This design comes from an exercise in tuning for small area on the open sky130 flow, not from production work. Only simulation tests tie the RTL to the original design; equivalence was not proved. Power is estimated from default activity; no workload was simulated.

==> inputs of build 6 <==
==> flow/design.v <==
`timescale 1ns / 1ps
module pap_oai22 (input wire a0, b0, a1, b1, output wire y);
    assign y = ~((a0 | b0) & (a1 | b1));
endmodule
module pap_o21a (input wire a0, a1, b, output wire y);
    assign y = (a0 | a1) & b;
endmodule
module pap_inv (input wire a, output wire y);
    assign y = ~a;
endmodule
module pap_nor2 (input wire a, b, output wire y);
    assign y = ~(a | b);
endmodule
module pap_nand2 (input wire a, b, output wire y);
    assign y = ~(a & b);
endmodule
module pap_nand3 (input wire a, b, c, output wire y);
    assign y = ~(a & b & c);
endmodule
module pap_nand4 (input wire a, b, c, d, output wire y);
    assign y = ~(a & b & c & d);
endmodule
module pap_and2 (input wire a, b, output wire y);
    assign y = a & b;
endmodule
module pap_and4 (input wire a, b, c, d, output wire y);
    assign y = a & b & c & d;
endmodule
module pap_xor2 (input wire a, b, output wire y);
    assign y = a ^ b;
endmodule
module pap_xnor2 (input wire a, b, output wire y);
    assign y = ~(a ^ b);
endmodule
module pap_sel4 (
    input  wire [3:0] s_n,
    input  wire [3:0] d_n,
    output wire       y_n
);
    wire p0, p1;
    pap_oai22 u0 (.a0(s_n[0]), .b0(d_n[0]), .a1(s_n[1]), .b1(d_n[1]), .y(p0));
    pap_oai22 u1 (.a0(s_n[2]), .b0(d_n[2]), .a1(s_n[3]), .b1(d_n[3]), .y(p1));
    pap_nor2  u2 (.a(p0), .b(p1), .y(y_n));
endmodule
module pap_sel16n (
    input  wire [15:0] s_n,
    input  wire [15:0] d_n,
    output wire        y_n
);
    wire [3:0] q;
    genvar i;
    generate
        for (i = 0; i < 4; i = i + 1) begin : g_q
            pap_sel4 u (.s_n(s_n[4*i +: 4]), .d_n(d_n[4*i +: 4]), .y_n(q[i]));
        end
    endgenerate
    pap_and4 u4 (.a(q[0]), .b(q[1]), .c(q[2]), .d(q[3]), .y(y_n));
endmodule
module pap_sel16 (
    input  wire [15:0] s_n,
    input  wire [15:0] d_n,
    output wire        y
);
    wire [3:0] q;
    genvar i;
    generate
        for (i = 0; i < 4; i = i + 1) begin : g_q
            pap_sel4 u (.s_n(s_n[4*i +: 4]), .d_n(d_n[4*i +: 4]), .y_n(q[i]));
        end
    endgenerate
    pap_nand4 u4 (.a(q[0]), .b(q[1]), .c(q[2]), .d(q[3]), .y(y));
endmodule
module pap_dec2 (input wire [1:0] a, input wire [1:0] a_n, output wire [3:0] y);
    pap_nor2 u0 (.a(a[1]),   .b(a[0]),   .y(y[0]));
    pap_nor2 u1 (.a(a[1]),   .b(a_n[0]), .y(y[1]));
    pap_nor2 u2 (.a(a_n[1]), .b(a[0]),   .y(y[2]));
    pap_nor2 u3 (.a(a_n[1]), .b(a_n[0]), .y(y[3]));
endmodule
module pap_dec2n (input wire [1:0] a, output wire [3:0] y_n);
    wire [1:0] a_n;
    pap_inv i0 (.a(a[0]), .y(a_n[0]));
    pap_inv i1 (.a(a[1]), .y(a_n[1]));
    pap_nand2 u0 (.a(a_n[1]), .b(a_n[0]), .y(y_n[0]));
    pap_nand2 u1 (.a(a_n[1]), .b(a[0]),   .y(y_n[1]));
    pap_nand2 u2 (.a(a[1]),   .b(a_n[0]), .y(y_n[2]));
    pap_nand2 u3 (.a(a[1]),   .b(a[0]),   .y(y_n[3]));
endmodule
module pap_dec4n (input wire [3:0] a, output wire [15:0] y_n);
    wire [3:0] a_n, lo, hi;
    pap_inv i0 (.a(a[0]), .y(a_n[0]));
    pap_inv i1 (.a(a[1]), .y(a_n[1]));
    pap_inv i2 (.a(a[2]), .y(a_n[2]));
    pap_inv i3 (.a(a[3]), .y(a_n[3]));
    pap_dec2 u_lo (.a(a[1:0]), .a_n(a_n[1:0]), .y(lo));
    pap_dec2 u_hi (.a(a[3:2]), .a_n(a_n[3:2]), .y(hi));
    genvar i;
    generate
        for (i = 0; i < 16; i = i + 1) begin : g_y
            pap_nand2 u (.a(hi[i/4]), .b(lo[i%4]), .y(y_n[i]));
        end
    endgenerate
endmodule
module pap_wdech #(parameter N = 8) (
    input  wire         rst_n,
    input  wire         bd_n,
    input  wire [N-1:0] sel_n,
    output wire [N-1:0] y_n
);
    genvar i;
    generate
        for (i = 0; i < N; i = i + 1) begin : g_y
            pap_o21a u (.a0(bd_n), .a1(sel_n[i]), .b(rst_n), .y(y_n[i]));
        end
    endgenerate
endmodule
module pap_wdecl #(parameter N = 8) (
    input  wire         rst_n,
    input  wire [N-1:0] sel_n,
    output wire [N-1:0] y_n
);
    genvar i;
    generate
        for (i = 0; i < N; i = i + 1) begin : g_y
            pap_and2 u (.a(rst_n), .b(sel_n[i]), .y(y_n[i]));
        end
    endgenerate
endmodule
module pap_wline (input wire h_n, l_n, output wire wr, hold);
    pap_nor2 u0 (.a(h_n), .b(l_n), .y(wr));
    pap_inv  u1 (.a(wr), .y(hold));
endmodule
module pap_next (
    input  wire       reset,
    input  wire       taken,
    input  wire       p,
    input  wire [5:0] y_row_n,
    input  wire [1:0] ctr,
    output wire [5:0] row_d,
    output wire [1:0] ctr_d
);
    wire [1:0] ctr_upd = taken ? ((ctr == 2'b11) ? 2'b11 : ctr + 2'b01)
                               : ((ctr == 2'b00) ? 2'b00 : ctr - 2'b01);
    assign ctr_d = reset ? 2'b01 : ~(ctr_upd ^ {2{p}});
    assign row_d = reset ? 6'b000000 : {y_row_n[4:0], ~(taken ^ p)};
endmodule
module pap_phase_next (input wire reset, p, output wire y);
    assign y = ~(reset | p);
endmodule
module pap_predictor (
    input  wire       clk,
    input  wire       reset,
    input  wire       branch_detected,
    input  wire       branch_taken,
    input  wire [5:0] pc,
    output wire       prediction,
    output wire [5:0] bht_out,
    output wire [1:0] pht_select
);
    reg       p;
    reg [5:0] bht_x [0:63];
    reg [1:0] pht_x [0:255];
    genvar g, k, b;
    wire rst_n, bd_n;
    pap_inv u_rstn (.a(reset), .y(rst_n));
    pap_inv u_bdn  (.a(branch_detected), .y(bd_n));
    wire [3:0]  bh_n;
    wire [15:0] bl_n;
    pap_dec2n u_bh (.a(pc[5:4]), .y_n(bh_n));
    pap_dec4n u_bl (.a(pc[3:0]), .y_n(bl_n));
    wire [5:0] y_row_n, row;
    generate
        for (b = 0; b < 6; b = b + 1) begin : g_bb
            wire [3:0] gv_n;
            for (g = 0; g < 4; g = g + 1) begin : g_g
                wire [15:0] d_n;
                for (k = 0; k < 16; k = k + 1) begin : g_k
                    assign d_n[k] = bht_x[g*16+k][b];
                end
                pap_sel16n u_in (.s_n(bl_n), .d_n(d_n), .y_n(gv_n[g]));
            end
            pap_sel4 u_out (.s_n(bh_n), .d_n(gv_n), .y_n(y_row_n[b]));
            pap_xnor2 u_x (.a(y_row_n[b]), .b(p), .y(row[b]));
        end
    endgenerate
    wire [7:0] idx = {pc[1:0], row};
    wire [15:0] ph_n, pl_n;
    pap_dec4n u_ph (.a(idx[7:4]), .y_n(ph_n));
    pap_dec4n u_pl (.a(idx[3:0]), .y_n(pl_n));
    wire [1:0] y_ctr, ctr;
    generate
        for (b = 0; b < 2; b = b + 1) begin : g_pb
            wire [15:0] gv_n;
            for (g = 0; g < 16; g = g + 1) begin : g_g
                wire [15:0] d_n;
                for (k = 0; k < 16; k = k + 1) begin : g_k
                    assign d_n[k] = pht_x[g*16+k][b];
                end
                pap_sel16n u_in (.s_n(pl_n), .d_n(d_n), .y_n(gv_n[g]));
            end
            pap_sel16 u_out (.s_n(ph_n), .d_n(gv_n), .y(y_ctr[b]));
            pap_xor2 u_x (.a(y_ctr[b]), .b(p), .y(ctr[b]));
        end
    endgenerate
    assign bht_out    = row;
    assign pht_select = pc[1:0];
    assign prediction = ctr[1];
    wire [5:0] row_d;
    wire [1:0] ctr_d;
    pap_next u_next (.reset(reset), .taken(branch_taken), .p(p), .y_row_n(y_row_n),
                     .ctr(ctr), .row_d(row_d), .ctr_d(ctr_d));
    wire p_d;
    pap_phase_next u_pn (.reset(reset), .p(p), .y(p_d));
    always @(posedge clk) p <= p_d;
    wire [3:0]  bwh_n;
    wire [15:0] bwl_n;
    wire [15:0] pwh_n, pwl_n;
    pap_wdech #(.N(4))  u_bwh (.rst_n(rst_n), .bd_n(bd_n), .sel_n(bh_n), .y_n(bwh_n));
    pap_wdecl #(.N(16)) u_bwl (.rst_n(rst_n), .sel_n(bl_n), .y_n(bwl_n));
    pap_wdech #(.N(16)) u_pwh (.rst_n(rst_n), .bd_n(bd_n), .sel_n(ph_n), .y_n(pwh_n));
    pap_wdecl #(.N(16)) u_pwl (.rst_n(rst_n), .sel_n(pl_n), .y_n(pwl_n));
    generate
        for (g = 0; g < 64; g = g + 1) begin : g_bht
            wire wr, hold;
            pap_wline u_l (.h_n(bwh_n[g/16]), .l_n(bwl_n[g%16]), .wr(wr), .hold(hold));
            for (b = 0; b < 6; b = b + 1) begin : g_b
                wire nx;
                pap_oai22 u_s (.a0(bht_x[g][b]), .b0(wr), .a1(hold), .b1(row_d[b]), .y(nx));
                always @(posedge clk) bht_x[g][b] <= nx;
            end
        end
        for (g = 0; g < 256; g = g + 1) begin : g_pht
            wire wr, hold;
            pap_wline u_l (.h_n(pwh_n[g/16]), .l_n(pwl_n[g%16]), .wr(wr), .hold(hold));
            for (b = 0; b < 2; b = b + 1) begin : g_b
                wire nx;
                pap_oai22 u_s (.a0(pht_x[g][b]), .b0(wr), .a1(hold), .b1(ctr_d[b]), .y(nx));
                always @(posedge clk) pht_x[g][b] <= nx;
            end
        end
    endgenerate
endmodule
==> flow/flow/run.sh <==
#!/bin/bash
# Standard layout, with clock tree synthesis told not to add dummy loads
# and to cluster sinks under clkbuf_4 leaf buffers.
set -euo pipefail
export CTS_ARGS="-sink_clustering_enable -repair_clock_nets -dont_use_dummy_load -buf_list sky130_fd_sc_hd__clkbuf_4 -sink_clustering_size 11 -sink_clustering_max_diameter 35"
bash standard.sh > standard_flow.log 2>&1
==> flow/standard.sh <==
#!/bin/bash
# synth_recipe.tcl (not shown) runs the flow's synth.tcl, then flattens the netlist and writes it again
# the make line also repeats each setting of config.mk as NAME=value (left out here)
make -C /OpenROAD-flow-scripts/flow DESIGN_CONFIG=/design/flow/config.mk WORK_HOME=/design/flow/orfs CLKGATE_MAP_FILE= SYNTH_SCRIPT=/design/flow/synth_recipe.tcl "${@:-finish}"
==> flow/config.mk <==
export PLATFORM = sky130hd
export DESIGN_NAME = pap_predictor
export DESIGN_NICKNAME = pap_predictor
export VERILOG_FILES = /design/flow/design.v
export SDC_FILE = /design/flow/constraint.sdc
export NUM_CORES = 4
export LEC_CHECK = 0
export CAP_MARGIN = 20
export CORE_MARGIN = 2
export CORE_UTILIZATION = 80
export PLACE_DENSITY = 0.9
export SLEW_MARGIN = 20
export SYNTH_HIERARCHICAL = 1
==> flow/constraint.sdc <==
create_clock -name core_clock -period 12.0 [get_ports {clk}]
set_input_delay 2.4000 -clock core_clock [delete_from_list [all_inputs] [get_ports {clk}]]
set_output_delay 2.4000 -clock core_clock [all_outputs]
set_load 0.01 [all_outputs]
==> trial 5 (differences from build 6) <==
==> flow/design.v, changed modules only <==
module pap_next (
    input  wire       reset,
    input  wire       taken,
    input  wire       p,
    input  wire [5:0] y_row_n,
    input  wire [1:0] ctr,
    input  wire [7:0] xr,
    input  wire [1:0] bank,
    output wire [5:0] row_d,
    output wire [7:0] pht_d
);
    wire [1:0] ctr_upd = taken ? ((ctr == 2'b11) ? 2'b11 : ctr + 2'b01)
                               : ((ctr == 2'b00) ? 2'b00 : ctr - 2'b01);
    wire [1:0] nx = ~(ctr_upd ^ {2{p}});
    genvar k;
    generate
        for (k = 0; k < 4; k = k + 1) begin : g_k
            assign pht_d[2*k +: 2] = reset ? 2'b01 : ((bank == k) ? nx : xr[2*k +: 2]);
        end
    endgenerate
    assign row_d = reset ? 6'b000000 : {y_row_n[4:0], ~(taken ^ p)};
endmodule
module pap_bank (
    input  wire [7:0] xr,
    input  wire [1:0] bank,
    input  wire       p,
    output wire [1:0] ctr
);
    assign ctr = ~(xr[2*bank +: 2] ^ {2{p}});
endmodule
module pap_predictor (
    input  wire       clk,
    input  wire       reset,
    input  wire       branch_detected,
    input  wire       branch_taken,
    input  wire [5:0] pc,
    output wire       prediction,
    output wire [5:0] bht_out,
    output wire [1:0] pht_select
);
    reg       p;
    reg [5:0] bht_x [0:63];
    reg [7:0] pht_x [0:63];
    genvar g, k, b;
    wire rst_n, bd_n;
    pap_inv u_rstn (.a(reset), .y(rst_n));
    pap_inv u_bdn  (.a(branch_detected), .y(bd_n));
    wire [3:0]  bh_n;
    wire [15:0] bl_n;
    pap_dec2n u_bh (.a(pc[5:4]), .y_n(bh_n));
    pap_dec4n u_bl (.a(pc[3:0]), .y_n(bl_n));
    wire [5:0] y_row_n, row;
    generate
        for (b = 0; b < 6; b = b + 1) begin : g_bb
            wire [3:0] gv_n;
            for (g = 0; g < 4; g = g + 1) begin : g_g
                wire [15:0] d_n;
                for (k = 0; k < 16; k = k + 1) begin : g_k
                    assign d_n[k] = bht_x[g*16+k][b];
                end
                pap_sel16n u_in (.s_n(bl_n), .d_n(d_n), .y_n(gv_n[g]));
            end
            pap_sel4 u_out (.s_n(bh_n), .d_n(gv_n), .y_n(y_row_n[b]));
            pap_xnor2 u_x (.a(y_row_n[b]), .b(p), .y(row[b]));
        end
    endgenerate
    wire [3:0]  qh_n;
    wire [15:0] ql_n;
    pap_dec2n u_qh (.a(row[5:4]), .y_n(qh_n));
    pap_dec4n u_ql (.a(row[3:0]), .y_n(ql_n));
    wire [7:0] xr;       
    generate
        for (b = 0; b < 8; b = b + 1) begin : g_pb
            wire [3:0] gv_n;
            for (g = 0; g < 4; g = g + 1) begin : g_g
                wire [15:0] d_n;
                for (k = 0; k < 16; k = k + 1) begin : g_k
                    assign d_n[k] = pht_x[g*16+k][b];
                end
                pap_sel16n u_in (.s_n(ql_n), .d_n(d_n), .y_n(gv_n[g]));
            end
            pap_sel4 u_out (.s_n(qh_n), .d_n(gv_n), .y_n(xr[b]));
        end
    endgenerate
    wire [1:0] ctr;
    pap_bank u_bank (.xr(xr), .bank(pc[1:0]), .p(p), .ctr(ctr));
    assign bht_out    = row;
    assign pht_select = pc[1:0];
    assign prediction = ctr[1];
    wire [5:0] row_d;
    wire [7:0] pht_d;
    pap_next u_next (.reset(reset), .taken(branch_taken), .p(p), .y_row_n(y_row_n),
                     .ctr(ctr), .xr(xr), .bank(pc[1:0]), .row_d(row_d), .pht_d(pht_d));
    wire p_d;
    pap_phase_next u_pn (.reset(reset), .p(p), .y(p_d));
    always @(posedge clk) p <= p_d;
    wire [3:0]  bwh_n;
    wire [15:0] bwl_n;
    wire [3:0]  pwh_n;
    wire [15:0] pwl_n;
    pap_wdech #(.N(4))  u_bwh (.rst_n(rst_n), .bd_n(bd_n), .sel_n(bh_n), .y_n(bwh_n));
    pap_wdecl #(.N(16)) u_bwl (.rst_n(rst_n), .sel_n(bl_n), .y_n(bwl_n));
    pap_wdech #(.N(4))  u_pwh (.rst_n(rst_n), .bd_n(bd_n), .sel_n(qh_n), .y_n(pwh_n));
    pap_wdecl #(.N(16)) u_pwl (.rst_n(rst_n), .sel_n(ql_n), .y_n(pwl_n));
    generate
        for (g = 0; g < 64; g = g + 1) begin : g_bht
            wire wr, hold;
            pap_wline u_l (.h_n(bwh_n[g/16]), .l_n(bwl_n[g%16]), .wr(wr), .hold(hold));
            for (b = 0; b < 6; b = b + 1) begin : g_b
                wire nx;
                pap_oai22 u_s (.a0(bht_x[g][b]), .b0(wr), .a1(hold), .b1(row_d[b]), .y(nx));
                always @(posedge clk) bht_x[g][b] <= nx;
            end
        end
        for (g = 0; g < 64; g = g + 1) begin : g_pht
            wire wr, hold;
            pap_wline u_l (.h_n(pwh_n[g/16]), .l_n(pwl_n[g%16]), .wr(wr), .hold(hold));
            for (b = 0; b < 8; b = b + 1) begin : g_b
                wire nx;
                pap_oai22 u_s (.a0(pht_x[g][b]), .b0(wr), .a1(hold), .b1(pht_d[b]), .y(nx));
                always @(posedge clk) pht_x[g][b] <= nx;
            end
        end
    endgenerate
endmodule
==> flow/flow/run.sh (replaced) <==
#!/bin/bash
# Standard layout, with clock tree synthesis told not to add dummy loads
# and to cluster sinks under clkbuf_8 leaf buffers.
set -euo pipefail
export CTS_ARGS="-sink_clustering_enable -repair_clock_nets -dont_use_dummy_load -buf_list sky130_fd_sc_hd__clkbuf_8 -sink_clustering_size 20 -sink_clustering_max_diameter 50"
bash standard.sh > standard_flow.log 2>&1
- CORE_UTILIZATION: 80 -> 65
- PLACE_DENSITY: 0.9 -> 0.8
==> trial 57 (differences from build 6) <==
==> flow/flow/run.sh (replaced) <==
#!/bin/bash
# Standard layout, with clock tree synthesis told not to add dummy loads
# and to cluster sinks under clkbuf_16 leaf buffers.
set -euo pipefail
export CTS_ARGS="-sink_clustering_enable -repair_clock_nets -dont_use_dummy_load -buf_list sky130_fd_sc_hd__clkbuf_16 -sink_clustering_size 28 -sink_clustering_max_diameter 60"
bash standard.sh > standard_flow.log 2>&1
- CORE_UTILIZATION: 80 -> 40
- PLACE_DENSITY: 0.9 -> default
==> impl_metrics.yaml <==
status:
  status: "finished clean"
power:
  seq_power_mw: 4.83
  irDropWorstVdd_uv: 197
  pg_comb_mw: 2.54
finish:
  clock_tree_area_fraction_pct: 2.53
  clockBufferCount: 59
  fin_util_pct: 70.6
synth:
  synthSimpleGateAreaFrac_pct: 8.21
  synthAdderAreaFrac_pct: 0.0377
placed_design:
  dp_hpwl_mm: 61.1
clock_network:
  clk_pin_slew_ns: 0.09
worst_setup_path:
  timing.rr.start: "bht_x[16][2]$_DFF_P_"
route:
  wl_met1_mm: 36.0
global_route:
  grt_pass1_wl_mm: 143
[end of results for trial 5]
==> impl_metrics.yaml <==
status:
  status: "finished clean"
clock_network:
  clk_pin_slew_ns: 0.07
route:
  wl_met1_mm: 34.5
  post_drt_wl_per_cell_um: 25.0
  routed-wl-met3_mm: 13.1
placed_design:
  dp_hpwl_mm: 64.9
finish:
  seq_cells: 897
  clockBufferCount: 111
  largestClassByArea: "registers"
power:
  pg_comb_mw: 2.28
  seq_power_mw: 4.68
  irDropWorstVdd_uv: 250
synth:
  synthSimpleGateAreaFrac_pct: 10.0
  ys.flop_type: "dfxtp_1"
  synthAdderAreaFrac_pct: 0.0681
floorplan:
  ios: 19
worst_setup_path:
  timing.rr.start: "bht_x[61][2]$_DFF_P_"
[end of results for build 6]
==> impl_metrics.yaml <==
status:
  status: "finished clean"
worst_setup_path:
  worstPathCellList: "clkdlybuf4s50_1 > nor2_1 > nand2_1 > o22ai_1 > nor2_1 > and4_1 > o22ai_1 > nor2_1 > xnor2_1 > inv_1 > nor2_1 > nand2_1 > buf_4 > o22ai_1 > nor2_1 > and4_1 > o22ai_1 > nor2_1 > nand4_1 > xor2_1 > clkdlybuf4s50_1"
power:
  seq_power_mw: 4.62
  irDropWorstVdd_uv: 163
  pg_comb_mw: 2.25
global_route:
  grt_pass1_wl_mm: 152
finish:
  clock_tree_area_fraction_pct: 3.97
  clockBufferCount: 55
placed_design:
  dp_hpwl_mm: 63.1
synth:
  synthAdderAreaFrac_pct: 0.0681
  synthSimpleGateAreaFrac_pct: 10.0
route:
  wl_met1_mm: 45.5
[end of results for trial 57]

-- port drivers added, routing unchanged --
The flow's constraints put no driver on any port. The routed layouts listed below were extracted and timed again, unchanged, in two steps. Step 1, drivers: a clkbuf_16 drives clk and a buf_2 each remaining input, both assumed. Step 2, shift: input delay + t, output delay - t, t = (earliest + latest rising clock arrival at the registers) / 2. This alone moves slack from input paths to output paths. a / b / c = no drivers / after step 1 / after step 2; a / b = the first two.
run	shift t [ns]	setup slack, ns	hold slack, ns	worst setup path at the end	slew at the worst register clock pin (ns)
build 6	0.911	0.473 / 0.427 / 0.427	0.448 / 0.448 / 0.448	input to output	0.12 / 0.12
trial 5	0.744	0.497 / 0.469 / 0.469	0.448 / 0.448 / 0.448	input to output	0.12 / 0.12
trial 57	0.688	0.920 / 0.894 / 0.894	0.444 / 0.444 / 0.444	input to output	0.11 / 0.11
After both steps setup and hold are still met in every run listed. For build 6, which loses most, drivers alone change the setup slack by -0.046 ns; drivers and shift together by -0.046 ns.
